This is an optimization exercise on Yosys and OpenROAD, whose aim is small area, not a production implementation.
In this exercise RTL edits were held to simulation tests only and were not proved equivalent to the original.
Power and IR drop assume default switching activity.

==> flow/design.v, too long to show whole: its modules and the start of the top module <==
// module game: 833 lines
module game(
	input clk,
	input move_en,
	input load,
	input [3:0] load_stage,
	input [9:0] load_x, load_y,
	input load_grav, load_ckpt,
	input bright,
	input rst,
	input up, input down, input left, input right,
	input [9:0] hCount, vCount,
	output reg [11:0] rgb,
	output [9:0] char_x, char_y,
	output [3:0] level
	);
  // ...
==> flow/flow/run.sh <==
#!/bin/bash
# Standard layout, with the smallest buffer cell used for the port buffers.
set -euo pipefail
bash standard.sh BUFFER_PORTS_ARGS="-buffer_cell sky130_fd_sc_hd__buf_1" finish > standard.log 2>&1
==> flow/standard.sh <==
#!/bin/bash
# synth_recipe.tcl (not shown) runs the flow's synth.tcl, then flattens the netlist and writes it again
# the make line also repeats each setting of config.mk as NAME=value (left out here)
make -C /OpenROAD-flow-scripts/flow DESIGN_CONFIG=/design/flow/config.mk WORK_HOME=/design/flow/orfs CLKGATE_MAP_FILE= SYNTH_SCRIPT=/design/flow/synth_recipe.tcl "${@:-finish}"
==> flow/config.mk <==
export PLATFORM = sky130hd
export DESIGN_NAME = game
export DESIGN_NICKNAME = game
export VERILOG_FILES = /design/flow/design.v
export SDC_FILE = /design/flow/constraint.sdc
export NUM_CORES = 4
export LEC_CHECK = 0
export ABC_AREA = 1
export CAP_MARGIN = 40
export CORE_MARGIN = 2
export CORE_UTILIZATION = 35
export SLEW_MARGIN = 20
==> flow/constraint.sdc <==
create_clock -name core_clock -period 10.0 [get_ports {clk}]
set_input_delay 2.0000 -clock core_clock [delete_from_list [all_inputs] [get_ports {clk}]]
set_output_delay 2.0000 -clock core_clock [all_outputs]
set_load 0.01 [all_outputs]
==> impl_metrics.tcl, run 1 <==
set metrics [dict create \
    status "finished clean" \
    nWellTaps 402 \
    grt_start_max_net_pins 31 \
    grt_pass1_vias 16100 \
    r2r_cells 22 \
    start_kind "primary input" \
    synth-seq-cells 26 \
    synth.distinct_cells 62 \
    synth_fa_ha_area_share_pct 3.44 \
    arrival_ns 7.65 \
    io_pins 91 \
    num-nonclk-inverters 263 \
    ys_seq_area_share_pct 5.90 \
    grt_pass1_wl_mm 105 \
    h-tree-depth 1 \
    drt_iter0_drc 2427 \
    synth_top_family_by_area "simple AND/OR/NAND/NOR gates" \
    grt_usage_pct 42.4 \
    postCtsHoldBufs 0 \
    clock-root-buffer "clkbuf_16" \
    clockPowerShare_pct 3.3 \
    combPwrFrac_pct 86.7 \
    wl_met2_mm 32.9 \
    power.total_mw 3.11 \
    initial_core_util_pct 35.5 \
    drv_cap 0 \
    num-multi-input-gates 1875 \
    regToRegEndpoint "xPos[5]" \
    bufAreaShareNonClock_pct 5.10 \
    path_buf_inv 5 \
    pre_cts_ws_ns 0.322 \
    critPathCapture "rgb[4]" \
    clock_area_share_pct 0.740 \
    path_max_fanout 4 \
    max_stage_delay_ns 0.51 \
    synth.area.mux_share_pct 0 \
    die_w_um 183 \
    tns_ns 0 \
    slowest_stage "fa_1" \
]
==> run 2, diff against run 1 <==
==> flow/run.sh (new file) <==
#!/bin/bash
# synth_recipe.tcl (not shown) runs the flow's synth.tcl, then flattens the netlist and writes it again
# the make line also repeats each setting of config.mk as NAME=value (left out here)
make -C /OpenROAD-flow-scripts/flow DESIGN_CONFIG=/design/flow/config.mk WORK_HOME=/design/flow/orfs CLKGATE_MAP_FILE= SYNTH_SCRIPT=/design/flow/synth_recipe.tcl finish
removed: flow/flow/run.sh
removed: flow/standard.sh
==> run 2 against run 1 <==
Against the previous run:
- hold slack gained 0.015 ns
- first-iteration DRC count grew 7.8%
- synthesized area is the same
- register-to-register slack gained 0.22 ns
- maximum frequency shrank 1.6%
- flip-flop and latch count is the same
- highest routed layer is now met4
- count of clock-buffer cells in the layout is the same
- combinational power grew 2%
- still clean on timing, DRC and antenna
- clock power is essentially flat
- sequential power is essentially flat
- largest power group unchanged
==> impl_metrics.tcl, run 2 <==
set metrics [dict create \
    crit_chain "clkdlybuf4s50_1, inv_2, ha_1, inv_1, fa_1, fa_1, fa_1, fa_1, fa_1, fa_2, fa_1, fa_1, fa_1, nand3_1, o41ai_2, buf_4, nand4_1, nand2_2, nor2_1, clkdlybuf4s50_1" \
    die_h_um 183 \
    rows 65 \
    leakage_nw 6.12 \
    end_kind "primary output" \
    cts.clk_slew.worst_paths_ns 0.07 \
    worst_pin_slew_ns 0.957 \
    routedWlPerCell_um 26.4 \
    drt_iter0_drc 2617 \
    arrival_ns 7.81 \
    grt_pass1_vias 16300 \
    cts_made_buffers 3 \
    cp_common_cell "fa_1" \
    insertion_delay_ns 0.28 \
    synth.distinct_cells 62 \
    grt_start_max_net_pins 31 \
    synth_nets 2310 \
    area_growth_pct 12.5 \
    syn_avg_cell_area_sq_um 5.01 \
    cp_top_family "adder cells" \
    synth_ff_type "dfrtp_1" \
    synth_warnings 1 \
    ir_drop_uv 206 \
    path_max_fanout 3 \
    clock-root-buffer "clkbuf_16" \
    io_pins 91 \
    max_stage_delay_ns 0.53 \
    crit_type "in -> out" \
    layout_commonest_cell "nand2_1" \
    postCtsHoldBufs 0 \
    fin_nets 2373 \
    synth_edf_count 0 \
    fp.coreArea_sq_um 31600 \
    power.total_mw 3.16 \
    clock_skew_ns 0.00323 \
    drv_cap 0 \
    async_flop_share_pct 100 \
    synth_top_area_share_pct 21.0 \
    layout-drive-gt1-share_pct 7.36 \
    critical_path_required_ns 8.00 \
    setup_viol 0 \
    ys_top_cells_by_area "nand2_1 (21%), nor2_1 (12%), nand3_1 (11%), inv_1 (7.6%), o21ai_0 (6.3%)" \
    fp.dieArea_sq_um 33500 \
    grt_overflow_total 0 \
    largestRegisters "xPos: 10 flops, yPos: 10 flops, stage: 4 flops" \
    vias_per_cell 6.30 \
    cellPowerDensity_nw_per_um2 251 \
    wirelength_mm 71.1 \
    grt_usage_pct 41.5 \
    drtAntennaViolNets 0 \
    io_buffers 90 \
    hold_viol_final 0 \
    vias 17000 \
    slew_violations 0 \
    clockBufferDepth 2 \
    grt_pass1_wl_mm 103 \
    place_inst 2687 \
    tns_ns 0 \
    start_kind "primary input" \
    clock.fmax_mhz 102 \
    cts_tree "done" \
    initial_core_util_pct 35.5 \
    yosysMostFrequentCell "nand2_1" \
    gp_congestion 1.12 \
    die_w_um 183 \
    status "finished clean" \
    antenna_found_initial 0 \
    cts_sinks 26 \
    slowest_stage "fa_1" \
    drt_drc_violations_left 0 \
    fin_crit_ns 9.81 \
    path_buf_inv 5 \
    synth_top_area_cell "nand2_1" \
    finalNonFillerCells 2699 \
    syn_inst 2235 \
    dr.pass1.iters 6 \
    hold_class "reg -> reg" \
    period_share_pct 98.1 \
    ys_seq_area_share_pct 5.90 \
    antenna_cells 0 \
    synth-seq-cells 26 \
    final_cell_mix "nand2_1 (627), nor2_1 (354), nand3_1 (246)" \
    dp_hpwl_mm 56.8 \
    h-tree-depth 1 \
    maxSlewHeadroom_pct 35.5 \
    synthesis.area_sq_um 11200 \
    synth_common_cells "nand2_1 (628), nor2_1 (355), nand3_1 (246)" \
    num-fill-cells 3665 \
]
==> run 2: logic make-up (layout without fill, tap and decap cells) <==
family / after synthesis / after routing / share of synthesized area, %
flip-flops: 26 / 26 / 5.90
adder cells (fa/ha/maj): 20 / 20 / 3.44
XOR/XNOR: 7 / 7 / 0.547
AO/OA/AOI/OAI: 422 / 422 / 21.4
AND/OR/NAND/NOR: 1426 / 1426 / 56.1
buffers and inverters: 334 / 396 / 12.6
==> run 2: area by class of cell <==
cell class / count / area (sq um) / share of cell area [%]
timing repair buffer: 129 / 1200 / 9.50
sequential: 26 / 661 / 5.24
inverter: 263 / 996 / 7.90
multi-input combinational: 1875 / 9160 / 72.7
clock buffer: 4 / 88.8 / 0.705
tap: 402 / 503 / 3.99
==> run 2: power by group <==
group | leakage, nW | switching [mW] | total, mW | internal [mW]
clock | 0.0442 | 0.0420 | 0.104 | 0.0615
combinational | 5.77 | 2.01 | 2.75 | 0.736
sequential | 0.303 | 0.152 | 0.308 | 0.156
==> run 2: per-layer routing <==
metal | GRT usage (%) | wire [um] | vias to the layer above | share of wire [%]
met5 | 0 | 0 | - | 0
met4 | 36.2 | 7850 | 0 | 11
met3 | 7.76 | 6740 | 394 | 9.5
met2 | 69.8 | 32100 | 1268 | 45
met1 | 45.0 | 24400 | 7810 | 34
li1 | - | - | 7541 | -
==> run 2: final timing paths <==
path                           start       to  slack, ns  cells past startpoint
setup reg to reg             yPos[9]  xPos[5]       5.15                     22
hold / removal               gravity  gravity       0.55                      2
min in group asynchronous        rst  xPos[2]       2.01                      2
hold reg to reg              gravity  gravity       0.55                      2
setup / recovery           vCount[0]   rgb[7]       0.19                     20
max in group asynchronous        rst  yPos[6]       7.43                      3
==> run 2: timing repair <==
action / CTS / global route
hold endpoints to repair: 0 / 0
pin swaps: 1 / 2
setup endpoints to repair: 11 / 10
gates resized for setup: 6 / 12
buffers inserted: 0 / 0
==> run 2: stage by stage <==
step           instance area, sq um  worst slack (ns)  utilization (%)  hold WS (ns)
4_1_cts                       12500            0.0438             39.7         0.550
2_1_floorplan                 11200             0.977                -         0.485
3_3_place_gp                  12400           -0.0615             39.3         0.518
6_report                      12600             0.190             39.9         0.553
3_5_place_dp                  12400            -0.129             39.4         0.531
5_1_grt                       12600          -0.00558             39.9         0.561
==> run 2: worst register-to-register path, stage by stage, from the launching register on <==
cell and delay [ns]:
dfrtp_1 0.66, inv_1 0.62, nand2_2 0.39, nor2_1 0.68, nand2_1 0.14, o21ai_0 0.71
nand3_1 0.15, nand2_1 0.11, nand2_1 0.06, nand2_1 0.06, nand2_1 0.05, nand2_1 0.08
nor2_1 0.04, nand2_1 0.08, nand2_1 0.11, nand2_2 0.16, nor2_4 0.07, nand3_2 0.09
inv_1 0.08, nand2_1 0.06, nand3_1 0.09, a21o_1 0.20, o21ai_0 0.09
==> run 3, diff against run 2 <==
==> flow/flow/run.sh (new file) <==
#!/bin/bash
# Standard synthesis, then an area-oriented re-mapping of the combinational logic only
# (registers, their names and cell types untouched), then the standard layout with the
# smallest buffer cell for the port buffers.
set -euo pipefail
R=orfs/results/${FLOW_PLATFORM}/game/base
L=orfs/logs/${FLOW_PLATFORM}/game/base
LIB=${FLOW_HOME}/platforms/${FLOW_PLATFORM}/lib/sky130_fd_sc_hd__tt_025C_1v80.lib
bash standard.sh synth > standard_synth.log 2>&1
cp $R/1_2_yosys.v standard_1_2_yosys.v
python3 flow/mkcells.py cells_comb.v > mkcells.log 2>&1
DU=$(grep -o -- "-dont_use [^ ]*" $L/1_2_yosys.log | sort -u | tr '\n' ' ')
cat > remap.abc <<'EOA'
strash
dc2
dch -f
map -a
strash
dch -f
amap
EOA
yosys -l remap_yosys.log -p "read_liberty -lib $LIB; \
  read_verilog standard_1_2_yosys.v; hierarchy -top ${FLOW_TOP}; techmap -map cells_comb.v; opt -purge; techmap; opt -fast -purge; \
  abc -liberty $LIB $DU -script remap.abc; opt_clean -purge; \
  hilomap -singleton -hicell sky130_fd_sc_hd__conb_1 HI -locell sky130_fd_sc_hd__conb_1 LO; \
  splitnets; opt_clean -purge; check -assert; stat -liberty $LIB; \
  write_verilog -noattr -noexpr -nohex -nodec remapped.v" > /dev/null 2>&1
cp remapped.v $R/1_2_yosys.v
bash standard.sh BUFFER_PORTS_ARGS="-buffer_cell sky130_fd_sc_hd__buf_1" finish > standard_finish.log 2>&1
==> flow/flow/mkcells.py (new file) <==
# Write Verilog models (assign from the liberty 'function') of the combinational sky130hd cells.
import re, sys
lib = open('/OpenROAD-flow-scripts/flow/platforms/sky130hd/lib/sky130_fd_sc_hd__tt_025C_1v80.lib').read()
out = []
for m in re.finditer(r'\n\s*cell\s*\(\s*"?(sky130_fd_sc_hd__\w+)"?\s*\)\s*\{', lib):
    name = m.group(1)
    start = m.end()
    # find the cell body by brace matching
    depth = 1; i = start
    while depth:
        c = lib[i]
        if c == '{': depth += 1
        elif c == '}': depth -= 1
        i += 1
    body = lib[start:i]
    if re.search(r'\b(ff|latch|statetable)\s*\(', body): continue
    pins = []
    for pm in re.finditer(r'\n\s*pin\s*\(\s*"?(\w+)"?\s*\)\s*\{', body):
        s = pm.end(); d = 1; j = s
        while d:
            if body[j] == '{': d += 1
            elif body[j] == '}': d -= 1
            j += 1
        pb = body[s:j]
        dirm = re.search(r'direction\s*:\s*"?(\w+)"?', pb)
        fm = re.search(r'function\s*:\s*"([^"]*)"', pb)
        pins.append((pm.group(1), dirm.group(1) if dirm else None, fm.group(1) if fm else None))
    outs = [p for p in pins if p[1] == 'output']
    ins = [p for p in pins if p[1] == 'input']
    if not outs or any(o[2] is None for o in outs): continue
    def conv(f):
        f = f.replace('!', '~').replace('+', '|').replace('*', '&').replace('^', '^')
        # implicit AND by space between operands
        f = re.sub(r'(\w|\))\s+(?=[\w(~])', r'\1 & ', f)
        return f
    ports = ', '.join(['input ' + p[0] for p in ins] + ['output ' + o[0] for o in outs])
    lines = ['module %s(%s);' % (name, ports)]
    for o in outs: lines.append('  assign %s = %s;' % (o[0], conv(o[2])))
    lines.append('endmodule')
    out.append('\n'.join(lines))
open(sys.argv[1], 'w').write('\n'.join(out) + '\n')
print(len(out), 'cells')
==> flow/standard.sh (new file) <==
#!/bin/bash
# synth_recipe.tcl (not shown) runs the flow's synth.tcl, then flattens the netlist and writes it again
# the make line also repeats each setting of config.mk as NAME=value (left out here)
make -C /OpenROAD-flow-scripts/flow DESIGN_CONFIG=/design/flow/config.mk WORK_HOME=/design/flow/orfs CLKGATE_MAP_FILE= SYNTH_SCRIPT=/design/flow/synth_recipe.tcl "${@:-finish}"
removed: flow/run.sh
==> run 3 against run 2 <==
Against the previous run:
- still clean
- sequential power up 2%
- utilization up 0.38 points
- critical path depth up 2
- final cell count down 24%
- hold slack better by 0.031 ns
- maximum frequency up 11%
- non-clock buffer count down 1
- die area down 22%
- clock power down 12%
- critical endpoint is now rgb[11]
==> impl_metrics.tcl, run 3 <==
set metrics [dict create \
    rows 57 \
    num-fill-cells 2734 \
    clock-root-buffer "clkbuf_16" \
    drt_iter0_drc 2676 \
    period_share_pct 88.6 \
    area_growth_pct 12.9 \
    postCtsHoldBufs 0 \
    slew_violations 0 \
    cellPowerDensity_nw_per_um2 294 \
    h-tree-depth 1 \
    worst_slack_ns 1.14 \
    dr.pass1.iters 9 \
    worst_pin_slew_ns 0.920 \
    hold_viol_final 0 \
    vias_per_cell 7.21 \
    leakage_nw 3.03 \
    insertion_delay_ns 0.27 \
    grt_usage_pct 43.5 \
    die_h_um 162 \
    setup_viol 0 \
    cts_resized 0 \
    top_usage_layer "met2" \
    layout_commonest_cell "nor2_1" \
    io_buffers 90 \
    largestRegisters "xPos: 10 flops, yPos: 10 flops, stage: 4 flops" \
    fp.coreArea_sq_um 24300 \
    rsz0062_at_grt "no" \
    crit_type "in -> out" \
    combPwrFrac_pct 85.9 \
    critical_path_required_ns 8.00 \
    antenna_found_initial 1 \
    fin_nets 1793 \
    regArea_sq_um 661 \
    dp_hpwl_mm 45.0 \
    grt_use_met3_pct 12.0 \
    clock.fmax_mhz 113 \
    ir_drop_uv 180 \
    maxSlewHeadroom_pct 37.1 \
    arrival_ns 6.86 \
    clockBufferDepth 2 \
    drv_cap 0 \
    cts_tree "done" \
    grt_start_max_net_pins 25 \
    cts_sinks 26 \
    path_max_fanout 10 \
    netSwitchingPower_mw 2.02 \
    multiInputGateArea_sq_um 7270 \
    cts_made_buffers 3 \
    drt_drc_violations_left 0 \
    io_pins 91 \
    clock_skew_ns 0.00361 \
    swShare_pct 70.0 \
    grt_overflow_total 0 \
    met1_usage_pct 48.7 \
    grt_pass1_wl_mm 86.4 \
    fin_crit_ns 8.86 \
    vias 14900 \
    fp.dieArea_sq_um 26100 \
    die_w_um 162 \
    start_kind "primary input" \
    p_seq_share_pct 10.9 \
    routedWlPerCell_um 28.3 \
    wirelength_mm 58.4 \
    pre_cts_ws_ns 1.43 \
    gp_congestion 1.16 \
    synthesis.area_sq_um 8690 \
    clockPowerShare_pct 3.2 \
    grtUsageMet2_pct 68.5 \
    syn_avg_cell_area_sq_um 5.41 \
    synth_warnings 1 \
    syn_inst 1605 \
    synth_nets 1660 \
    hold_class "reg -> reg" \
    drtAntennaViolNets 0 \
    initial_core_util_pct 35.7 \
    power.internal_uw 866 \
    power.total_mw 2.88 \
    cts.clk_slew.worst_paths_ns 0.06 \
    status "finished clean" \
    tns_ns 0 \
    end_kind "primary output" \
    cts_setup_buffers 0 \
    layout-drive-gt1-share_pct 2.76 \
    grt_pass1_vias 13900 \
    fin_util_pct 40.3 \
    final_cell_mix "nor2_1 (417), clkinv_1 (202), o21ai_0 (167)" \
]
## run 3: layout make-up
cell class	count	area share [%]
tap	324	4.13
clock buffer	4	0.804
timing repair buffer	128	6.43
sequential	26	6.74
inverter	202	7.73
antenna	1	0.0255
multi-input combinational	1377	74.1
## run 3: power groups by stage
stage,Combinational (mW),Sequential [mW],Clock [mW]
after floorplan,1.40,0.265,0
after global placement,2.29,0.303,0
after detailed placement,2.27,0.305,0
after CTS,2.28,0.303,0.0936
after global routing,2.56,0.318,0.0982
final,2.48,0.315,0.0911
## run 3: path summary, 6_finish.rpt
check                      cells after the start  slack, ns  endpoint      start
max                                           22       1.14   rgb[11]  vCount[2]
min                                            2       0.58   gravity    gravity
max reg2reg                                   29       1.92   yPos[9]    xPos[6]
min reg2reg                                    2       0.58   gravity    gravity
max in group asynchronous                      3       7.89   xPos[8]        rst
min in group asynchronous                      2       1.64   yPos[8]        rst
## run 3: metal layers
metal	vias to the layer above	routed length [um]
met1	6551	19400
met2	1554	24500
met3	531	7540
met4	0	6890
met5	-	0
li1	6241	-
## run 3: through the flow
stage | hold slack, ns | cell area [sq um] | cells
2_1_floorplan | 0.507 | 8690 | 1605
3_3_place_gp | 0.532 | 9640 | 2046
3_5_place_dp | 0.567 | 9680 | 2050
4_1_cts | 0.585 | 9760 | 2054
5_1_grt | 0.613 | 9800 | 2061
6_report | 0.584 | 9810 | 2062
## run 3: critical path, stage by stage
cell	delay, ns
buf_1	0.11
nor2_1	0.33
clkinv_1	0.18
o21ai_0	0.68
clkinv_1	0.21
nor3_1	0.39
nand2_1	0.29
clkinv_1	0.30
nor2_1	0.14
clkinv_1	0.09
nor2_1	0.05
o21ai_0	0.18
o221ai_1	0.14
nand2_1	0.10
o31ai_1	0.08
nor4_1	0.57
nand2_1	0.15
a21oi_1	0.16
nor2_1	0.05
nor2_1	0.26
a21o_1	0.21
buf_1	0.17
==> run 4, diff against run 3 <==
==> flow/flow/run.sh (replaced) <==
#!/bin/bash
# Standard synthesis; then the combinational logic alone is re-synthesised for area with ABC
# (&deepsyn from several seeds in parallel, area mapping, smallest result kept). Registers, their
# names and cell types are left exactly as the standard synthesis made them. Then the standard
# layout, with the smallest buffer cell for the port buffers.
set -euo pipefail
R=orfs/results/${FLOW_PLATFORM}/game/base
L=orfs/logs/${FLOW_PLATFORM}/game/base
LIB=${FLOW_HOME}/platforms/${FLOW_PLATFORM}/lib/sky130_fd_sc_hd__tt_025C_1v80.lib
DST=${DEEPSYN_T:-30}
bash standard.sh synth > standard_synth.log 2>&1
cp $R/1_2_yosys.v standard_1_2_yosys.v
python3 flow/mkcells.py cells_comb.v > mkcells.log 2>&1
DU=$(grep -o -- "-dont_use [^ ]*" $L/1_2_yosys.log | sort -u | tr '\n' ' ')
remap() { # $1 = tag, $2 = abc script
  printf '%s\n' "$2" | tr ';' '\n' > remap_$1.abc
  yosys -l remap_$1_yosys.log -p "read_liberty -lib $LIB; \
    read_verilog standard_1_2_yosys.v; hierarchy -top ${FLOW_TOP}; techmap -map cells_comb.v; \
    opt -purge; techmap; opt -fast -purge; \
    abc -liberty $LIB $DU -script remap_$1.abc; opt_clean -purge; \
    hilomap -singleton -hicell sky130_fd_sc_hd__conb_1 HI -locell sky130_fd_sc_hd__conb_1 LO; \
    splitnets; opt_clean -purge; check -assert; tee -o remap_$1.stat stat -liberty $LIB; \
    write_verilog -noattr -noexpr -nohex -nodec remapped_$1.v" > /dev/null 2>&1 || true
}
remap a "strash; dc2; dch -f; map -a; strash; dch -f; amap" &
for S in 1 2 3; do
  remap s$S "strash; &get -n; &deepsyn -T $DST -S $S; &put; dch -f; amap" &
done
wait
best=""; besta=""
for t in a s1 s2 s3; do
  [[ -s remapped_$t.v && -s remap_$t.stat ]] || continue
  a=$(grep -i "chip area" remap_$t.stat | awk '{print $NF}')
  echo "$t $a" >> remap_areas.log
  if [[ -z "$best" ]] || python3 -c "import sys; sys.exit(0 if $a < $besta else 1)"; then best=$t; besta=$a; fi
done
echo "best $best $besta" >> remap_areas.log
cp remapped_$best.v $R/1_2_yosys.v
bash standard.sh BUFFER_PORTS_ARGS="-buffer_cell sky130_fd_sc_hd__buf_1" finish > standard_finish.log 2>&1
--- a/flow/config.mk
+++ b/flow/config.mk
@@ -6,7 +6,9 @@
 export NUM_CORES = 4
 export LEC_CHECK = 0
 export ABC_AREA = 1
-export CAP_MARGIN = 40
+export CAP_MARGIN = 10
 export CORE_MARGIN = 2
 export CORE_UTILIZATION = 35
-export SLEW_MARGIN = 20
+export CTS_BUF_LIST = sky130_fd_sc_hd__clkbuf_4 sky130_fd_sc_hd__clkbuf_8
+export GPL_TIMING_DRIVEN = 0
+export SLEW_MARGIN = 10
==> run 4 against run 3 <==
Against the previous run:
- still clean on timing, DRC and antenna
- total power decreased by 48%
- synthesized cell count decreased by 7.5%
- sequential share of layout area increased by 0.75 points
- highest routed layer is now met5
- synthesized area decreased by 7.5%
- critical path depth unchanged
==> impl_metrics.tcl, run 4 <==
set metrics [dict create \
    drt_drc_violations_left 0 \
    layout_commonest_cell "nor2_1" \
    h-tree-depth 1 \
    r2r_cells 26 \
    layout-drive-gt1-share_pct 0.886 \
    power.total_mw 1.50 \
    syn_inst 1485 \
    area_growth_pct 9.73 \
    cp.depth 22 \
    fp.coreArea_sq_um 22600 \
    io_buffers 90 \
    cp_top_family "compound AO/OA/AOI/OAI gates" \
    ir_drop_uv 128 \
    slowest_stage "a21oi_1" \
    max_stage_delay_ns 1.02 \
    slew_violations 0 \
    grt_pass1_wl_mm 81.1 \
    drtAntennaViolNets 0 \
    period_share_pct 97.5 \
    rsz0062_at_grt "no" \
    crit_type "in -> out" \
    clock.fmax_mhz 103 \
    r2r-start "xPos[6]" \
    setup_viol 0 \
    met1_length_mm 22.2 \
    tns_ns 0 \
    cts_sinks 26 \
    synth_warnings 1 \
    insertion_delay_ns 0.28 \
    initial_core_util_pct 35.6 \
    wl_met2_mm 22.7 \
    cts_resized 0 \
    largestRegisters "xPos: 10 flops, yPos: 10 flops, stage: 4 flops" \
    clock_skew_ns 0.00312 \
    rows 55 \
    hold_class "reg -> reg" \
    regToRegEndpoint "yPos[9]" \
    critical_path_required_ns 8.00 \
    start_kind "primary input" \
    status "finished clean" \
    antenna_found_initial 2 \
    maxSlewHeadroom_pct 14.7 \
    wirelength_mm 56.8 \
    cellPowerDensity_nw_per_um2 170 \
    syn_avg_cell_area_sq_um 5.41 \
    hold_viol_final 0 \
    fp.dieArea_sq_um 24200 \
    synthesis.area_sq_um 8040 \
    arrival_ns 7.75 \
    grt_start_max_net_pins 29 \
    wl_met3_mm 8.43 \
    die_h_um 156 \
    r2r_slack_ns 1.17 \
    dr.pass1.iters 8 \
    clock-root-buffer "clkbuf_8" \
    path_max_fanout 9 \
    worst_pin_slew_ns 1.28 \
    postCtsHoldBufs 0 \
    die_w_um 156 \
    fin_nets 1636 \
    num-fill-cells 2632 \
    path_buf_inv 6 \
    synth_nets 1540 \
    final_cell_mix "nor2_1 (413), clkinv_1 (195), o21ai_0 (127)" \
    crit_chain "buf_1, nor2_1, clkinv_1, nor2_1, clkinv_1, a21oi_1, nor2_1, clkinv_1, nor2_1, o21ai_0, clkinv_1, o21ai_0, o221ai_1, a21oi_1, o221ai_1, nor3_1, o21ai_0, o21bai_1, or2_0, nor4_1, o21a_1, buf_1" \
    clockBufferDepth 2 \
    gp_congestion 1.05 \
    grt_overflow_total 0 \
    cts_made_buffers 3 \
    fin_crit_ns 9.75 \
    leakage_nw 2.73 \
    critPathCapture "rgb[2]" \
    vias 13500 \
    cp-startpoint "hCount[5]" \
    top_layer_used "met5" \
    grt_usage_pct 45.0 \
    cts_tree "done" \
    drv_cap 0 \
    vias_per_cell 7.24 \
    dp_hpwl_mm 45.0 \
    io_pins 91 \
    cts.clk_slew.worst_paths_ns 0.09 \
    drt_iter0_drc 2337 \
    cts_setup_buffers 0 \
    routedWlPerCell_um 30.4 \
    grt_pass1_vias 12300 \
    end_kind "primary output" \
]
==> run 4: area by class of cell <==
cell class | count | area, sq um | share of cell area (%)
multi-input combinational | 1264 | 6650 | 75.4
clock inverter | 1 | 30.0 | 0.340
tap | 285 | 357 | 4.04
clock buffer | 3 | 41.3 | 0.468
inverter | 195 | 732 | 8.30
timing repair buffer | 91 | 345 | 3.91
antenna | 1 | 2.50 | 0.0284
sequential | 26 | 661 | 7.49
==> run 4: report_power, final <==
part	leakage [nW]	switching, mW	internal, mW
clock	0.0357	0.0356	0.0537
combinational	2.40	0.877	0.291
sequential	0.296	0.109	0.131
==> run 4: per-layer routing <==
| metal | global-route usage [%] | vias to the layer above |
|---|---|---|
| li1 | - | 5664 |
| met1 | 61.0 | 6170 |
| met2 | 66.1 | 1372 |
| met3 | 12.4 | 291 |
| met4 | 20.3 | 4 |
| met5 | 2.48 | - |
==> run 4: through the flow <==
| stage | worst slack [ns] | utilization [%] | hold slack, ns | std cells | cell area [sq um] |
|---|---|---|---|---|---|
| after floorplan | 2.52 | - | 0.522 | 1485 | 8040 |
| after global placement | 0.319 | 38.7 | 0.537 | 1860 | 8730 |
| after detailed placement | 0.585 | 38.7 | 0.550 | 1861 | 8740 |
| after CTS | 0.536 | 39.0 | 0.572 | 1865 | 8810 |
| after global routing | 0.139 | 39.1 | 0.605 | 1865 | 8820 |
| final | 0.248 | 39.1 | 0.577 | 1866 | 8820 |
==> run 4: worst min path at each step <==
stage                              start        endpoint  cells past startpoint
after CTS                 checkpointFlag  checkpointFlag                      1
after global placement    checkpointFlag  checkpointFlag                      1
after detailed placement  checkpointFlag  checkpointFlag                      1
after global routing      checkpointFlag  checkpointFlag                      1
after floorplan           checkpointFlag  checkpointFlag                      1
final                     checkpointFlag  checkpointFlag                      1
==> run 5, diff against run 4 <==
--- a/flow/flow/run.sh
+++ b/flow/flow/run.sh
@@ -7,7 +7,7 @@
 R=orfs/results/${FLOW_PLATFORM}/game/base
 L=orfs/logs/${FLOW_PLATFORM}/game/base
 LIB=${FLOW_HOME}/platforms/${FLOW_PLATFORM}/lib/sky130_fd_sc_hd__tt_025C_1v80.lib
-DST=${DEEPSYN_T:-30}
+DST=${DEEPSYN_T:-720}
 bash standard.sh synth > standard_synth.log 2>&1
 cp $R/1_2_yosys.v standard_1_2_yosys.v
 python3 flow/mkcells.py cells_comb.v > mkcells.log 2>&1
--- a/flow/config.mk
+++ b/flow/config.mk
@@ -10,5 +10,4 @@
 export CORE_MARGIN = 2
 export CORE_UTILIZATION = 35
 export CTS_BUF_LIST = sky130_fd_sc_hd__clkbuf_4 sky130_fd_sc_hd__clkbuf_8
-export GPL_TIMING_DRIVEN = 0
 export SLEW_MARGIN = 10
==> run 5 against run 4 <==
Against the previous run:
- hold slack improved by 0.088 ns
- critical endpoint is now rgb[6]
- sequential share of layout area increased by 0.20 points
- wire length increased by 0.12%
- non-clock buffer count increased by 36
- combinational power decreased by 25%
- global-route usage increased by 5.8 points
- still clean
==> impl_metrics.tcl, run 5 <==
set metrics [dict create \
    cts_setup_buffers 0 \
    combPwrFrac_pct 77.0 \
    swShare_pct 66.9 \
    hold_class "reg -> reg" \
    layout-drive-gt1-share_pct 3.25 \
    synth_nets 1461 \
    critical_path_required_ns 8.00 \
    final_cell_mix "nor2_1 (399), clkinv_1 (194), o21ai_0 (134)" \
    grt_start_max_net_pins 27 \
    die_h_um 151 \
    p_seq_share_pct 16.3 \
    cts_resized 0 \
    layout_commonest_cell "nor2_1" \
    end_kind "primary output" \
    power.total_mw 1.15 \
    grt_overflow_total 0 \
    largestRegisters "xPos: 10 flops, yPos: 10 flops, stage: 4 flops" \
    finalNonFillerCells 1813 \
    fin_crit_ns 9.43 \
    clock_skew_ns 0.0107 \
    whs_path_depth 2 \
    synth_warnings 1 \
    fp.coreArea_sq_um 21100 \
    maxSlewHeadroom_pct 12.0 \
    tns_ns 0 \
    fin_nets 1593 \
    clockPowerShare_pct 6.7 \
    antenna_found_initial 1 \
    io_buffers 90 \
    cts_tree "done" \
    vias_per_cell 7.34 \
    h-tree-depth 1 \
    clock-root-buffer "clkbuf_8" \
    start_kind "primary input" \
    slew_violations 0 \
    syn_inst 1406 \
    cellPowerDensity_nw_per_um2 134 \
    insertion_delay_ns 0.30 \
    worst_pin_slew_ns 1.29 \
    cts_made_buffers 3 \
    power.internal_uw 380 \
    ir_drop_uv 117 \
    routedWlPerCell_um 31.4 \
    initial_core_util_pct 35.9 \
    drv_cap 0 \
    grt_pass1_vias 12600 \
    path_max_fanout 6 \
    dp_hpwl_mm 43.3 \
    netSwitchingPower_uw 767 \
    crit_type "in -> out" \
    syn_avg_cell_area_sq_um 5.38 \
    fp.dieArea_sq_um 22800 \
    synthesis.area_sq_um 7560 \
    r2r-start "yPos[3]" \
    r2r_slack_ns 2.10 \
    cts_sinks 26 \
    fin_util_pct 40.7 \
    die_w_um 151 \
    wirelength_mm 56.9 \
    cts.clk_slew.worst_paths_ns 0.11 \
    rsz0062_at_grt "no" \
    status "finished clean" \
    leakage_nw 2.72 \
    hold_viol_final 0 \
    regToRegEndpoint "xPos[9]" \
    worstHoldStart "yPos[7]" \
    postCtsHoldBufs 0 \
    r2r_cells 35 \
    dr.pass1.iters 10 \
    io_pins 91 \
    place_inst 1808 \
    setup_viol 0 \
    vias 13300 \
    gp_congestion 1.23 \
    drt_drc_violations_left 0 \
    area_growth_pct 13.5 \
    clock.fmax_mhz 106 \
    grt_usage_pct 50.8 \
    drtAntennaViolNets 0 \
    grt_pass1_wl_mm 84.5 \
    clockBufferDepth 2 \
    period_share_pct 94.3 \
    drt_iter0_drc 2268 \
    arrival_ns 7.43 \
    hold_end "yPos[7]" \
    rows 53 \
]
==> run 5: how the worst max path moves through the flow <==
stage,slack [ns],startpoint,depth (start not counted),endpoint
after floorplan,2.83,hCount[3],21,rgb[11]
after global placement,0.80,hCount[3],23,rgb[11]
after detailed placement,0.98,hCount[3],23,rgb[11]
after CTS,0.95,hCount[3],23,rgb[11]
after global routing,0.37,hCount[3],23,rgb[9]
final,0.57,hCount[3],20,rgb[6]
==> run 5: area by class of cell <==
| type | count | area [sq um] |
|---|---|---|
| well taps | 275 | 344 |
| flip-flops and latches | 26 | 661 |
| diodes | 1 | 2.50 |
| clock buffers | 4 | 55.1 |
| inverters | 194 | 728 |
| multi-input cells | 1186 | 6180 |
| repair buffers | 127 | 616 |
| fillers | 2432 | 12500 |
==> run 5: critical path: stages <==
cell and delay, ns:
buf_1 0.12, nor4_1 0.53, nor2_1 0.20, nor2_1 0.50
clkinv_1 0.45, nor2_1 0.40, o21ai_0 0.15, or2_0 0.46
nor2_1 0.19, nor2_1 0.07, a211oi_1 1.00, a31oi_1 0.08
o22ai_1 0.25, nor2_1 0.08, a21oi_1 0.15, a41o_1 0.14
a221oi_1 0.06, nor3_1 0.24, o21a_1 0.18, buf_1 0.16
==> run 5: through the flow <==
| stage | worst slack (ns) | hold slack (ns) | area, sq um |
|---|---|---|---|
| 6_report | 0.571 | 0.665 | 8590 |
| 5_1_grt | 0.371 | 0.720 | 8590 |
| 4_1_cts | 0.954 | 0.668 | 8580 |
| 2_1_floorplan | 2.83 | 0.545 | 7560 |
| 3_3_place_gp | 0.795 | 0.644 | 8520 |
| 3_5_place_dp | 0.980 | 0.652 | 8520 |
==> run 5: power groups by stage <==
stage          Combinational, mW  Clock [mW]  Sequential, mW
2_1_floorplan              0.476           0           0.172
3_3_place_gp               0.816           0           0.184
3_5_place_dp               0.804           0           0.184
4_1_cts                    0.808      0.0778           0.182
5_1_grt                    0.923      0.0806           0.188
6_report                   0.883      0.0769           0.187
==> run 5: routing by layer <==
metal	wire, um	vias up	global-route usage (%)
met3	7680	515	19.1
met5	0	-	2.05
met1	17700	5977	53.6
met4	7220	0	45.6
met2	24300	1407	78.8
li1	-	5403	-
==> run 6, diff against run 5 <==
--- a/flow/flow/run.sh
+++ b/flow/flow/run.sh
@@ -7,7 +7,7 @@
 R=orfs/results/${FLOW_PLATFORM}/game/base
 L=orfs/logs/${FLOW_PLATFORM}/game/base
 LIB=${FLOW_HOME}/platforms/${FLOW_PLATFORM}/lib/sky130_fd_sc_hd__tt_025C_1v80.lib
-DST=${DEEPSYN_T:-720}
+DST=${DEEPSYN_T:-30}
 bash standard.sh synth > standard_synth.log 2>&1
 cp $R/1_2_yosys.v standard_1_2_yosys.v
 python3 flow/mkcells.py cells_comb.v > mkcells.log 2>&1
--- a/flow/config.mk
+++ b/flow/config.mk
@@ -6,8 +6,8 @@
 export NUM_CORES = 4
 export LEC_CHECK = 0
 export ABC_AREA = 1
-export CAP_MARGIN = 10
+export CAP_MARGIN = 0
 export CORE_MARGIN = 2
 export CORE_UTILIZATION = 35
 export CTS_BUF_LIST = sky130_fd_sc_hd__clkbuf_4 sky130_fd_sc_hd__clkbuf_8
-export SLEW_MARGIN = 10
+export SLEW_MARGIN = 0
==> run 6 against run 5 <==
Against the previous run:
- register-to-register slack improved by 0.18 ns
- cell area up 5.1%
- synthesized area grew 6.3%
- non-clock buffer count decreased by 9
- count of clock-buffer cells in the layout decreased by 1
- synthesized cell count increased by 5.6%
- combinational power up 37%
- clock skew shrank 0.0038 ns
- sequential share of layout area decreased by 0.37 points
- sequential power is 12% higher
==> impl_metrics.tcl, run 6 <==
set metrics [dict create \
    vias 13700 \
    rsz0062_at_grt "no" \
    clockBufferDepth 2 \
    worst_slack_ns 0.769 \
    antenna_found_initial 5 \
    routedWlPerCell_um 30.9 \
    cts.clk_slew.worst_paths_ns 0.10 \
    drt_iter0_drc 2007 \
    largestRegisters "xPos: 10 flops, yPos: 10 flops, stage: 4 flops" \
    power.total_mw 1.52 \
    clock_skew_ns 0.00690 \
    pre_cts_ws_ns 1.14 \
    setup_viol 0 \
    crit_type "in -> out" \
    hold_viol_final 0 \
    synth_warnings 1 \
    tns_ns 0 \
    cts_made_buffers 3 \
    period_share_pct 92.3 \
    finalNonFillerCells 1895 \
    arrival_ns 7.23 \
    syn_inst 1485 \
    place_inst 1888 \
    status "finished clean" \
    layout_commonest_cell "nor2_1" \
    r2r-start "yPos[8]" \
    dp_hpwl_mm 45.5 \
    fin_crit_ns 9.23 \
    io_buffers 90 \
    slowest_stage "nor2_1" \
    drt_drc_violations_left 0 \
    clock-root-buffer "clkbuf_8" \
    dpl_cell_area_sq_um 8940 \
    wirelength_mm 58.6 \
    final_cell_mix "nor2_1 (413), clkinv_1 (195), o21ai_0 (130)" \
    grt_usage_pct 47.2 \
    syn_avg_cell_area_sq_um 5.41 \
    start_kind "primary input" \
    grt_overflow_total 0 \
    io_pins 91 \
    fin_nets 1663 \
    crit_chain "buf_1, clkinv_1, nor2_1, nor2_1, clkinv_1, o21ai_0, nand2_1, clkinv_1, nand2_1, o21ai_0, nor2_1, a2111oi_0, o22a_1, o221a_1, o21bai_1, or2_0, nor4_1, o21a_1, buf_1" \
    gp_congestion 1.15 \
    insertion_delay_ns 0.30 \
    num-fill-cells 2609 \
    max_stage_delay_ns 0.56 \
    drv_cap 0 \
    leakage_nw 2.86 \
    end_kind "primary output" \
    hold_ws_ns 0.571 \
    drtAntennaViolNets 0 \
    synthesis.area_sq_um 8040 \
    critical_path_required_ns 8.00 \
    die_h_um 156 \
    design_area_sq_um 9020 \
    fp.dieArea_sq_um 24200 \
    area_growth_pct 12.2 \
    maxSlewHeadroom_pct 10.2 \
    worstHoldStart "checkpointFlag" \
    fp.coreArea_sq_um 22600 \
    cts_setup_buffers 0 \
    cp_top_family "compound AO/OA/AOI/OAI gates" \
    clock.fmax_mhz 108 \
    cts_tree "done" \
    multiInputGateArea_sq_um 6650 \
    h-tree-depth 1 \
    dr.pass1.iters 8 \
    vias_per_cell 7.25 \
    cts_resized 0 \
    grt_pass1_vias 12900 \
    worst_pin_slew_ns 1.33 \
    grt_start_max_net_pins 29 \
    hold_class "reg -> reg" \
    path_max_fanout 9 \
    layout-drive-gt1-share_pct 2.49 \
    rows 55 \
    synth_nets 1540 \
    ir_drop_uv 133 \
    die_w_um 156 \
    initial_core_util_pct 35.6 \
    regArea_sq_um 661 \
    cts_sinks 26 \
    path_buf_inv 5 \
    grt_pass1_wl_mm 84.5 \
    postCtsHoldBufs 0 \
    cp-startpoint "hCount[8]" \
    slew_violations 0 \
    cellPowerDensity_nw_per_um2 168 \
    fin_util_pct 40.0 \
]
[run 6: worst register-to-register path: cells and delay by family (launching register included)]
family	cells	cell delay [ns]
buffers and inverters	5	1.37
DFF	1	0.66
and+or+nand+nor	7	1.72
AOI/OAI and AO/OA	15	3.88
[run 6: where the power goes]
group / total [mW] / internal [mW] / leakage, nW / switching, mW
clock: 0.0942 / 0.0538 / 0.0357 / 0.0403
sequential: 0.209 / 0.131 / 0.296 / 0.0782
combinational: 1.21 / 0.310 / 2.53 / 0.904
total: 1.52 / 0.495 / 2.86 / 1.02
[run 6: worst paths after layout]
check / endpoint / slack [ns] / cells past startpoint
min: checkpointFlag / 0.57 / 1
min in group asynchronous: xPos[1] / 1.78 / 2
max in group asynchronous: checkpointFlag / 7.76 / 2
max reg2reg: yPos[9] / 2.28 / 27
max: rgb[1] / 0.77 / 19
min reg2reg: checkpointFlag / 0.57 / 1
[run 6: layer usage]
layer	routed length, um	GRT usage, %	vias to the layer above
met5	11	0	-
met4	6720	39.8	2
met3	7500	13.3	441
met2	25600	76.5	1352
met1	18800	51.0	6201
li1	-	-	5743
[run 6: area by class of cell]
cell class                 count  area share [%]
antenna                        3          0.0832
clock buffer                   3           0.458
clock inverter                 1           0.333
inverter                     195            8.11
multi-input combinational   1264            73.7
sequential                    26            7.32
tap                          285            3.95
timing repair buffer         118            6.07
==> run 7, diff against run 6 <==
--- a/flow/flow/run.sh
+++ b/flow/flow/run.sh
@@ -7,7 +7,7 @@
 R=orfs/results/${FLOW_PLATFORM}/game/base
 L=orfs/logs/${FLOW_PLATFORM}/game/base
 LIB=${FLOW_HOME}/platforms/${FLOW_PLATFORM}/lib/sky130_fd_sc_hd__tt_025C_1v80.lib
-DST=${DEEPSYN_T:-30}
+DST=${DEEPSYN_T:-900}
 bash standard.sh synth > standard_synth.log 2>&1
 cp $R/1_2_yosys.v standard_1_2_yosys.v
 python3 flow/mkcells.py cells_comb.v > mkcells.log 2>&1
@@ -23,12 +23,12 @@
     write_verilog -noattr -noexpr -nohex -nodec remapped_$1.v" > /dev/null 2>&1 || true
 }
 remap a "strash; dc2; dch -f; map -a; strash; dch -f; amap" &
-for S in 1 2 3; do
+for S in 5 6 7 8; do
   remap s$S "strash; &get -n; &deepsyn -T $DST -S $S; &put; dch -f; amap" &
 done
 wait
 best=""; besta=""
-for t in a s1 s2 s3; do
+for t in a s5 s6 s7 s8; do
   [[ -s remapped_$t.v && -s remap_$t.stat ]] || continue
   a=$(grep -i "chip area" remap_$t.stat | awk '{print $NF}')
   echo "$t $a" >> remap_areas.log
--- a/flow/config.mk
+++ b/flow/config.mk
@@ -10,4 +10,5 @@
 export CORE_MARGIN = 2
 export CORE_UTILIZATION = 35
 export CTS_BUF_LIST = sky130_fd_sc_hd__clkbuf_4 sky130_fd_sc_hd__clkbuf_8
+export GPL_TIMING_DRIVEN = 0
 export SLEW_MARGIN = 0
==> run 7 against run 6 <==
Against the previous run:
- hold slack gained 0.033 ns
- setup slack worse by 0.45 ns
- still clean
- cell area down 6.4%
- wire length decreased by 7.9%
- final cell count down 4.2%
==> impl_metrics.tcl, run 7 <==
set metrics [dict create \
    worst_slack_ns 0.316 \
    cts_sinks 26 \
    pre_cts_ws_ns -0.583 \
    whs_path_depth 2 \
    synthesis.area_sq_um 7640 \
    syn_inst 1439 \
    period_share_pct 96.8 \
    layout-drive-gt1-share_pct 1.50 \
    clockPowerShare_pct 7.0 \
    dr.pass1.iters 6 \
    clock.fmax_mhz 103 \
    fin_nets 1591 \
    grt_start_max_net_pins 27 \
    routedWlPerCell_um 29.8 \
    die_w_um 152 \
    arrival_ns 7.68 \
    die_h_um 152 \
    cts_made_buffers 3 \
    leakage_nw 2.66 \
    final_cell_mix "nor2_1 (413), clkinv_1 (194), nand2_1 (128)" \
    ir_drop_uv 116 \
    insertion_delay_ns 0.28 \
    fin_util_pct 39.1 \
    vias 12600 \
    end_kind "primary output" \
    grt_pass1_wl_mm 77.7 \
    path_max_fanout 10 \
    swShare_pct 65.9 \
    clock_skew_ns 0.00405 \
    num-fill-cells 2586 \
    netSwitchingPower_uw 684 \
    cp_top_family "compound AO/OA/AOI/OAI gates" \
    critical_path_required_ns 8.00 \
    io_pins 91 \
    cp.depth 24 \
    tns_ns 0 \
    h-tree-depth 1 \
    cellPowerDensity_nw_per_um2 123 \
    io_buffers 90 \
    cp_common_cell "nor2_1" \
    finalNonFillerCells 1815 \
    fin_crit_ns 9.68 \
    hold_end "checkpointFlag" \
    status "finished clean" \
    setup_viol 0 \
    place_inst 1810 \
    drtAntennaViolNets 0 \
    clock-root-buffer "clkbuf_8" \
    layout_commonest_cell "nor2_1" \
    start_kind "primary input" \
    initial_core_util_pct 35.3 \
    grt_usage_pct 46.6 \
    worst_pin_slew_ns 1.22 \
    design_area_sq_um 8440 \
    postCtsHoldBufs 0 \
    cts_tree "done" \
    regToRegEndpoint "yPos[9]" \
    drt_iter0_drc 1787 \
    fp.dieArea_sq_um 23000 \
    power.internal_uw 354 \
    wirelength_mm 54.0 \
    dpl_cell_area_sq_um 8340 \
    worstHoldStart "checkpointFlag" \
    vias_per_cell 6.91 \
    drt_drc_violations_left 0 \
    antenna_cells 0 \
    drv_cap 0 \
    slowest_stage "a22oi_2" \
    cts.clk_slew.worst_paths_ns 0.10 \
    crit_type "in -> out" \
    synth_nets 1494 \
    hold_class "reg -> reg" \
    gp_congestion 1.14 \
    r2r_slack_ns 2.62 \
    r2r-start "xPos[9]" \
    syn_avg_cell_area_sq_um 5.31 \
    slew_violations 0 \
    crit_chain "buf_1, clkinv_1, nor2_1, clkinv_1, nor2_1, nor2_1, a22oi_2, o21ai_1, clkinv_1, a21oi_1, a311oi_4, or2_0, a31oi_1, o21bai_1, o2111a_1, o21a_1, o221a_1, nor2_1, nor4_1, o31ai_1, nor4_1, nor2_1, nor3_1, buf_1" \
    area_growth_pct 10.5 \
    largestRegisters "xPos: 10 flops, yPos: 10 flops, stage: 4 flops" \
    antenna_found_initial 1 \
    path_buf_inv 5 \
    p_seq_share_pct 18.9 \
    clockBufferDepth 2 \
    grt_overflow_total 0 \
    rows 54 \
    dp_hpwl_mm 41.7 \
    hold_viol_final 0 \
    maxSlewHeadroom_pct 17.9 \
    synth_warnings 1 \
    r2r_cells 28 \
    combPwrFrac_pct 74.1 \
    fp.coreArea_sq_um 21600 \
    grt_pass1_vias 11800 \
    max_stage_delay_ns 0.50 \
]
==> run 7: timing repair <==
action / in CTS / in global routing
gates resized for setup: 3 / 7
pin swaps: 0 / 1
buffers inserted: 0 / 0
endpoints found under the setup margin: 12 / 12
==> run 7: worst max path at each step <==
stage              to       from
3_3_place_gp   rgb[4]  hCount[6]
6_report       rgb[2]  hCount[5]
5_1_grt        rgb[1]  hCount[5]
2_1_floorplan  rgb[0]  hCount[6]
3_5_place_dp   rgb[0]  hCount[6]
4_1_cts        rgb[0]  hCount[6]
==> run 7: tightest hold or removal path: stages (launching register included) <==
cell and delay [ns]:
dfrtp_1 0.40, nor2_1 0.05, a21oi_1 0.12
==> run 7: final cells by class <==
| class | instances | area (sq um) | area share (%) |
|---|---|---|---|
| Inverter | 196 | 741 | 8.77 |
| Clock buffer | 4 | 55.1 | 0.652 |
| Tap cell | 280 | 350 | 4.15 |
| Sequential cell | 26 | 661 | 7.82 |
| Timing Repair Buffer | 92 | 357 | 4.22 |
| Multi-Input combinational cell | 1217 | 6280 | 74.4 |
==> run 7: layer usage <==
metal | vias to the layer above | global-route usage, % | part of all wire (%)
met2 | 1063 | 74.4 | 44
met1 | 5688 | 50.3 | 33
li1 | 5415 | - | -
met5 | - | 0 | 0.019
met4 | 2 | 41.9 | 11
met3 | 382 | 12.9 | 12
==> run 7: power by group through the flow <==
stage / combinational, mW / clock, mW / sequential [mW]
6_report: 0.769 / 0.0723 / 0.197
2_1_floorplan: 0.445 / 0 / 0.167
3_3_place_gp: 0.721 / 0 / 0.193
4_1_cts: 0.716 / 0.0764 / 0.191
3_5_place_dp: 0.712 / 0 / 0.193
5_1_grt: 0.808 / 0.0775 / 0.197
==> run 7: stage by stage <==
step	total power, mW	hold slack [ns]
5_1_grt	1.08	0.641
2_1_floorplan	0.612	0.515
6_report	1.04	0.604
3_3_place_gp	0.914	0.552
3_5_place_dp	0.905	0.573
4_1_cts	0.984	0.595
==> run 8, diff against run 7 <==
--- a/flow/flow/run.sh
+++ b/flow/flow/run.sh
@@ -23,12 +23,12 @@
     write_verilog -noattr -noexpr -nohex -nodec remapped_$1.v" > /dev/null 2>&1 || true
 }
 remap a "strash; dc2; dch -f; map -a; strash; dch -f; amap" &
-for S in 5 6 7 8; do
+for S in 1 2 3 4; do
   remap s$S "strash; &get -n; &deepsyn -T $DST -S $S; &put; dch -f; amap" &
 done
 wait
 best=""; besta=""
-for t in a s5 s6 s7 s8; do
+for t in a s1 s2 s3 s4; do
   [[ -s remapped_$t.v && -s remap_$t.stat ]] || continue
   a=$(grep -i "chip area" remap_$t.stat | awk '{print $NF}')
   echo "$t $a" >> remap_areas.log
--- a/flow/config.mk
+++ b/flow/config.mk
@@ -6,9 +6,10 @@
 export NUM_CORES = 4
 export LEC_CHECK = 0
 export ABC_AREA = 1
-export CAP_MARGIN = 0
+export CAP_MARGIN = 10
 export CORE_MARGIN = 2
 export CORE_UTILIZATION = 35
 export CTS_BUF_LIST = sky130_fd_sc_hd__clkbuf_4 sky130_fd_sc_hd__clkbuf_8
 export GPL_TIMING_DRIVEN = 0
-export SLEW_MARGIN = 0
+export SETUP_SLACK_MARGIN = 0.1
+export SLEW_MARGIN = 10
==> run 8 against run 7 <==
Against the previous run:
- still clean
- utilization up 0.55 points
- synthesized area down 1.0%
- cell area down 1.1%
- first-iteration DRC count up 11%
- flip-flop and latch count unchanged
- die area down 1.0%
- final cell count down 1.8%
- register-to-register slack worse by 0.41 ns
==> impl_metrics.tcl, run 8 <==
set metrics [dict create \
    start_kind "primary input" \
    worst_pin_slew_ns 1.30 \
    design_area_sq_um 8350 \
    layout-drive-gt1-share_pct 1.40 \
    largestRegisters "xPos: 10 flops, yPos: 10 flops, stage: 4 flops" \
    cts_setup_buffers 0 \
    rows 53 \
    cts_sinks 26 \
    crit_chain "buf_1, clkinv_1, nor2_1, o21ai_0, clkinv_1, o21ai_0, clkinv_1, o32ai_1, a221oi_1, nor3_1, nor3_1, o221a_1, a21oi_1, nor3_1, nor2b_1, nor3b_2, nor2_1, nor3_1, buf_1" \
    fin_nets 1561 \
    routedWlPerCell_um 30.3 \
    synthesis.area_sq_um 7560 \
    area_growth_pct 10.5 \
    gp_congestion 1.08 \
    die_w_um 151 \
    r2r_slack_ns 2.21 \
    leakage_nw 2.53 \
    cp_common_cell "nor3_1" \
    drt_drc_violations_left 0 \
    grt_pass1_vias 11900 \
    clock.fmax_mhz 104 \
    cp_top_family "simple AND/OR/NAND/NOR gates" \
    dpl_cell_area_sq_um 8250 \
    dp_hpwl_mm 42.0 \
    hold_viol_final 0 \
    rsz0062_at_grt "no" \
    clock-root-buffer "clkbuf_8" \
    power.total_mw 1.04 \
    fin_util_pct 39.6 \
    cellPowerDensity_nw_per_um2 125 \
    crit_type "in -> out" \
    ir_drop_uv 99.2 \
    syn_inst 1408 \
    cts_resized 0 \
    final_cell_mix "nor2_1 (390), clkinv_1 (182), o21ai_0 (133)" \
    r2r_cells 23 \
    io_buffers 90 \
    critical_path_required_ns 8.00 \
    dr.pass1.iters 8 \
    cp.depth 19 \
    slowest_stage "clkinv_1" \
    clock_skew_ns 0.00910 \
    antenna_found_initial 5 \
    cts_made_buffers 3 \
    syn_avg_cell_area_sq_um 5.37 \
    io_pins 91 \
    path_max_fanout 15 \
    synth_warnings 1 \
    end_kind "primary output" \
    grt_overflow_total 0 \
    insertion_delay_ns 0.29 \
    hold_class "reg -> reg" \
    drtAntennaViolNets 0 \
    initial_core_util_pct 35.9 \
    fp.coreArea_sq_um 21100 \
    max_stage_delay_ns 0.62 \
    regToRegEndpoint "yPos[9]" \
    slew_violations 0 \
    die_h_um 151 \
    critPathCapture "rgb[2]" \
    vias 12600 \
    maxSlewHeadroom_pct 13.0 \
    cts_tree "done" \
    cts.clk_slew.worst_paths_ns 0.09 \
    fp.dieArea_sq_um 22800 \
    r2r-start "xPos[9]" \
    h-tree-depth 1 \
    synth_nets 1463 \
    cp-startpoint "vCount[6]" \
    wirelength_mm 54.0 \
    drv_cap 0 \
    grt_pass1_wl_mm 78.6 \
    tns_ns 0 \
    layout_commonest_cell "nor2_1" \
    arrival_ns 7.58 \
    num-fill-cells 2443 \
    worst_slack_ns 0.421 \
    period_share_pct 95.8 \
    fin_crit_ns 9.58 \
    vias_per_cell 7.09 \
    path_buf_inv 5 \
    status "finished clean" \
    setup_viol 0 \
    postCtsHoldBufs 0 \
    clockBufferDepth 2 \
    grt_start_max_net_pins 27 \
    drt_iter0_drc 1986 \
    grt_usage_pct 47.5 \
    pre_cts_ws_ns 0.538 \
]
[run 8: routing by layer]
layer	GRT usage, %	vias up	part of all wire, %
met1	51.7	5695	33
li1	-	5383	-
met3	13.0	389	12
met5	0	-	0.020
met2	76.0	1169	44
met4	41.0	2	12
[run 8: final cells by class]
type / instances / area (sq um) / area share [%]
repair buffers: 93 / 358 / 4.28
well taps: 275 / 344 / 4.12
flip-flops and latches: 26 / 661 / 7.91
clock buffers: 4 / 48.8 / 0.584
multi-input cells: 1200 / 6250 / 74.9
inverters: 182 / 683 / 8.18
diodes: 2 / 5.00 / 0.0599
[run 8: worst min-delay path by stage]
| stage | from | end | slack (ns) | cells after the start |
|---|---|---|---|---|
| final | checkpointFlag | checkpointFlag | 0.56 | 1 |
| after global routing | checkpointFlag | checkpointFlag | 0.57 | 1 |
| after CTS | checkpointFlag | checkpointFlag | 0.56 | 1 |
| after detailed placement | checkpointFlag | checkpointFlag | 0.54 | 1 |
| after global placement | checkpointFlag | checkpointFlag | 0.53 | 1 |
| after floorplan | checkpointFlag | checkpointFlag | 0.52 | 1 |
[run 8: through the flow]
stage / cells / hold slack [ns]
after global routing: 1781 / 0.575
after global placement: 1773 / 0.532
after detailed placement: 1773 / 0.539
final: 1782 / 0.558
after CTS: 1777 / 0.557
after floorplan: 1408 / 0.517
[run 8: where the power goes]
group / switching [mW] / leakage [nW] / internal [mW]
Clock: 0.0371 / 0.0262 / 0.0315
Sequential: 0.0799 / 0.295 / 0.124
Combinational: 0.579 / 2.21 / 0.189
Total: 0.696 / 2.53 / 0.344
==> run 9, diff against run 8 <==
--- a/flow/flow/run.sh
+++ b/flow/flow/run.sh
@@ -7,7 +7,7 @@
 R=orfs/results/${FLOW_PLATFORM}/game/base
 L=orfs/logs/${FLOW_PLATFORM}/game/base
 LIB=${FLOW_HOME}/platforms/${FLOW_PLATFORM}/lib/sky130_fd_sc_hd__tt_025C_1v80.lib
-DST=${DEEPSYN_T:-900}
+DST=${DEEPSYN_T:-1200}
 bash standard.sh synth > standard_synth.log 2>&1
 cp $R/1_2_yosys.v standard_1_2_yosys.v
 python3 flow/mkcells.py cells_comb.v > mkcells.log 2>&1
@@ -22,13 +22,13 @@
     splitnets; opt_clean -purge; check -assert; tee -o remap_$1.stat stat -liberty $LIB; \
     write_verilog -noattr -noexpr -nohex -nodec remapped_$1.v" > /dev/null 2>&1 || true
 }
-remap a "strash; dc2; dch -f; map -a; strash; dch -f; amap" &
-for S in 1 2 3 4; do
+
+for S in 11 12 13 14; do
   remap s$S "strash; &get -n; &deepsyn -T $DST -S $S; &put; dch -f; amap" &
 done
 wait
 best=""; besta=""
-for t in a s1 s2 s3 s4; do
+for t in s11 s12 s13 s14; do
   [[ -s remapped_$t.v && -s remap_$t.stat ]] || continue
   a=$(grep -i "chip area" remap_$t.stat | awk '{print $NF}')
   echo "$t $a" >> remap_areas.log
==> run 9 against run 8 <==
Against the previous run:
- flip-flop and latch count unchanged
- via count down 1.0%
- die area about the same
- non-clock buffer count down 2
- synthesized area about the same
- count of clock-buffer cells in the layout unchanged
- critical path depth unchanged
- setup slack worse by 0.098 ns
- largest cell class unchanged
==> impl_metrics.tcl, run 9 <==
set metrics [dict create \
    tns_ns 0 \
    synth_nets 1457 \
    slowest_stage "clkinv_1" \
    area_growth_pct 10.2 \
    rsz0062_at_grt "no" \
    cp.depth 19 \
    cp_common_cell "clkinv_1" \
    drt_drc_violations_left 0 \
    setup_viol 0 \
    r2r_cells 20 \
    crit_chain "buf_1, clkinv_1, nand2_1, o21ai_0, clkinv_1, o21ai_0, nor2_1, nor3_1, a2111oi_0, nor2_1, o22ai_1, a31oi_1, a211o_1, or3_1, or2_0, nor3_1, clkinv_1, a21oi_1, buf_1" \
    syn_avg_cell_area_sq_um 5.39 \
    drtAntennaViolNets 0 \
    maxSlewHeadroom_pct 10.2 \
    wl_met2_mm 23.0 \
    arrival_ns 7.68 \
    met1_length_mm 17.7 \
    top_layer_used "met5" \
    fin_util_pct 39.5 \
    ir_drop_uv 97.3 \
    fp.coreArea_sq_um 21100 \
    drv_cap 0 \
    r2r_slack_ns 1.59 \
    cp_top_family "buffers and inverters" \
    end_kind "primary output" \
    layout-drive-gt1-share_pct 1.14 \
    synthesis.area_sq_um 7560 \
    hold_viol_final 0 \
    max_stage_delay_ns 0.74 \
    layout_commonest_cell "nor2_1" \
    hold_class "reg -> reg" \
    die_w_um 151 \
    largestRegisters "xPos: 10 flops, yPos: 10 flops, stage: 4 flops" \
    worst_pin_slew_ns 1.33 \
    syn_inst 1402 \
    leakage_nw 2.54 \
    whs_path_depth 2 \
    wirelength_mm 52.6 \
    status "finished clean" \
    clock-root-buffer "clkbuf_8" \
    path_max_fanout 17 \
    initial_core_util_pct 35.9 \
    cts_tree "done" \
    grt_pass1_vias 11700 \
    gp_congestion 1.15 \
    fin_nets 1553 \
    clockBufferDepth 2 \
    fin_crit_ns 9.68 \
    drt_iter0_drc 1679 \
    insertion_delay_ns 0.28 \
    die_h_um 151 \
    antenna_found_initial 8 \
    design_area_sq_um 8330 \
    clock.fmax_mhz 103 \
    dpl_cell_area_sq_um 8240 \
    grt_pass1_wl_mm 77.2 \
    clock_skew_ns 0.00893 \
    postCtsHoldBufs 0 \
    wl_met3_mm 6.12 \
    cts_made_buffers 3 \
    routedWlPerCell_um 29.6 \
    h-tree-depth 1 \
    cts_setup_buffers 0 \
    path_buf_inv 5 \
    synth_warnings 1 \
    cts_sinks 26 \
    slew_violations 0 \
    crit_type "in -> out" \
    fp.dieArea_sq_um 22800 \
    critical_path_required_ns 8.00 \
    vias 12500 \
    io_buffers 90 \
    start_kind "primary input" \
    io_pins 91 \
    grt_start_max_net_pins 27 \
    num-fill-cells 2471 \
    dp_hpwl_mm 40.2 \
    final_cell_mix "nor2_1 (396), clkinv_1 (190), o21ai_0 (119)" \
    multiInputGateArea_sq_um 6200 \
    rows 53 \
    period_share_pct 96.8 \
    cellPowerDensity_nw_per_um2 124 \
    cts.clk_slew.worst_paths_ns 0.09 \
    vias_per_cell 7.04 \
    grt_usage_pct 46.6 \
    regArea_sq_um 661 \
    dr.pass1.iters 6 \
    grt_overflow_total 0 \
]
-- run 9: timing repair --
action	4_1_cts	5_1_grt
endpoints found under the setup margin	0	12
endpoints found under the hold margin	0	0
gates resized for setup	0	6
-- run 9: path summary, 6_finish.rpt --
check / start / to
worst max-delay path: vCount[7] / rgb[9]
worst min-delay path: checkpointFlag / checkpointFlag
worst max register to register: xPos[7] / yPos[9]
worst min register to register: checkpointFlag / checkpointFlag
max in group asynchronous: rst / yPos[0]
min in group asynchronous: rst / xPos[9]
-- run 9: metal layers --
metal,vias to the layer above,track usage (%)
met5,-,0
met4,6,39.3
met3,365,16.2
met2,1080,73.0
met1,5721,50.3
li1,5337,-
-- run 9: metrics by stage --
step	total power, mW	setup slack [ns]	cells	hold slack [ns]
floorplan	0.606	2.34	1402	0.517
global placement	0.913	0.223	1767	0.535
detailed placement	0.902	0.352	1767	0.537
CTS	0.974	0.332	1771	0.555
global route	1.08	0.188	1772	0.606
finish	1.03	0.323	1777	0.561
-- run 9: final cells by class --
cell class	count	area share (%)
Multi-Input combinational cell	1185	74.4
Inverter	191	8.65
Sequential cell	26	7.93
Timing Repair Buffer	91	4.14
Tap cell	275	4.13
Clock buffer	4	0.586
Antenna cell	5	0.150
-- run 9: worst register-to-register path: cells and delay by family (launching register included) --
kind,cells,cell delay (ns)
buffers and inverters,5,1.68
DFF,1,1.05
AOI/OAI and AO/OA,13,4.62
and+or+nand+nor,2,0.93
-- run 9: where the power goes --
part           internal (mW)  switching (mW)
Combinational          0.193           0.580
Sequential             0.124          0.0705
Clock                 0.0314          0.0353

==> what the ideal ports hide <==
The results above use ideal ports. As a check the final layouts listed here were re-extracted and re-timed, cells and wires unchanged. Step 1 sets driving cells, clkbuf_16 on the clock port and buf_2 on the other inputs (assumed; they add their load-dependent delay and slew). Step 2, shift: input delay + t, output delay - t, t = (earliest + latest rising clock arrival at the registers) / 2. This alone moves slack from input paths to output paths. Three values: ideal ports, drivers, drivers and shift; two values: the first two.
| run | t (ns) | setup WS [ns] | slew at the worst register clock pin (ns) |
|---|---|---|---|
| run 1 | 0.305 | 0.349 / 0.326 / 0.326 | 0.07 / 0.07 |
| run 2 | 0.309 | 0.190 / 0.161 / 0.161 | 0.07 / 0.07 |
| run 3 | 0.299 | 1.141 / 1.118 / 1.118 | 0.06 / 0.06 |
| run 4 | 0.306 | 0.248 / 0.227 / 0.227 | 0.09 / 0.09 |
| run 5 | 0.331 | 0.571 / 0.548 / 0.548 | 0.11 / 0.11 |
| run 6 | 0.322 | 0.769 / 0.735 / 0.735 | 0.10 / 0.10 |
| run 7 | 0.313 | 0.316 / 0.284 / 0.284 | 0.10 / 0.10 |
| run 8 | 0.316 | 0.421 / 0.387 / 0.387 | 0.10 / 0.10 |
| run 9 | 0.310 | 0.323 / 0.286 / 0.286 | 0.09 / 0.09 |
After both steps setup and hold are still met in every run listed. The setup slack of run 9, which loses most, moves by -0.037 ns with the drivers and by -0.037 ns with both steps.
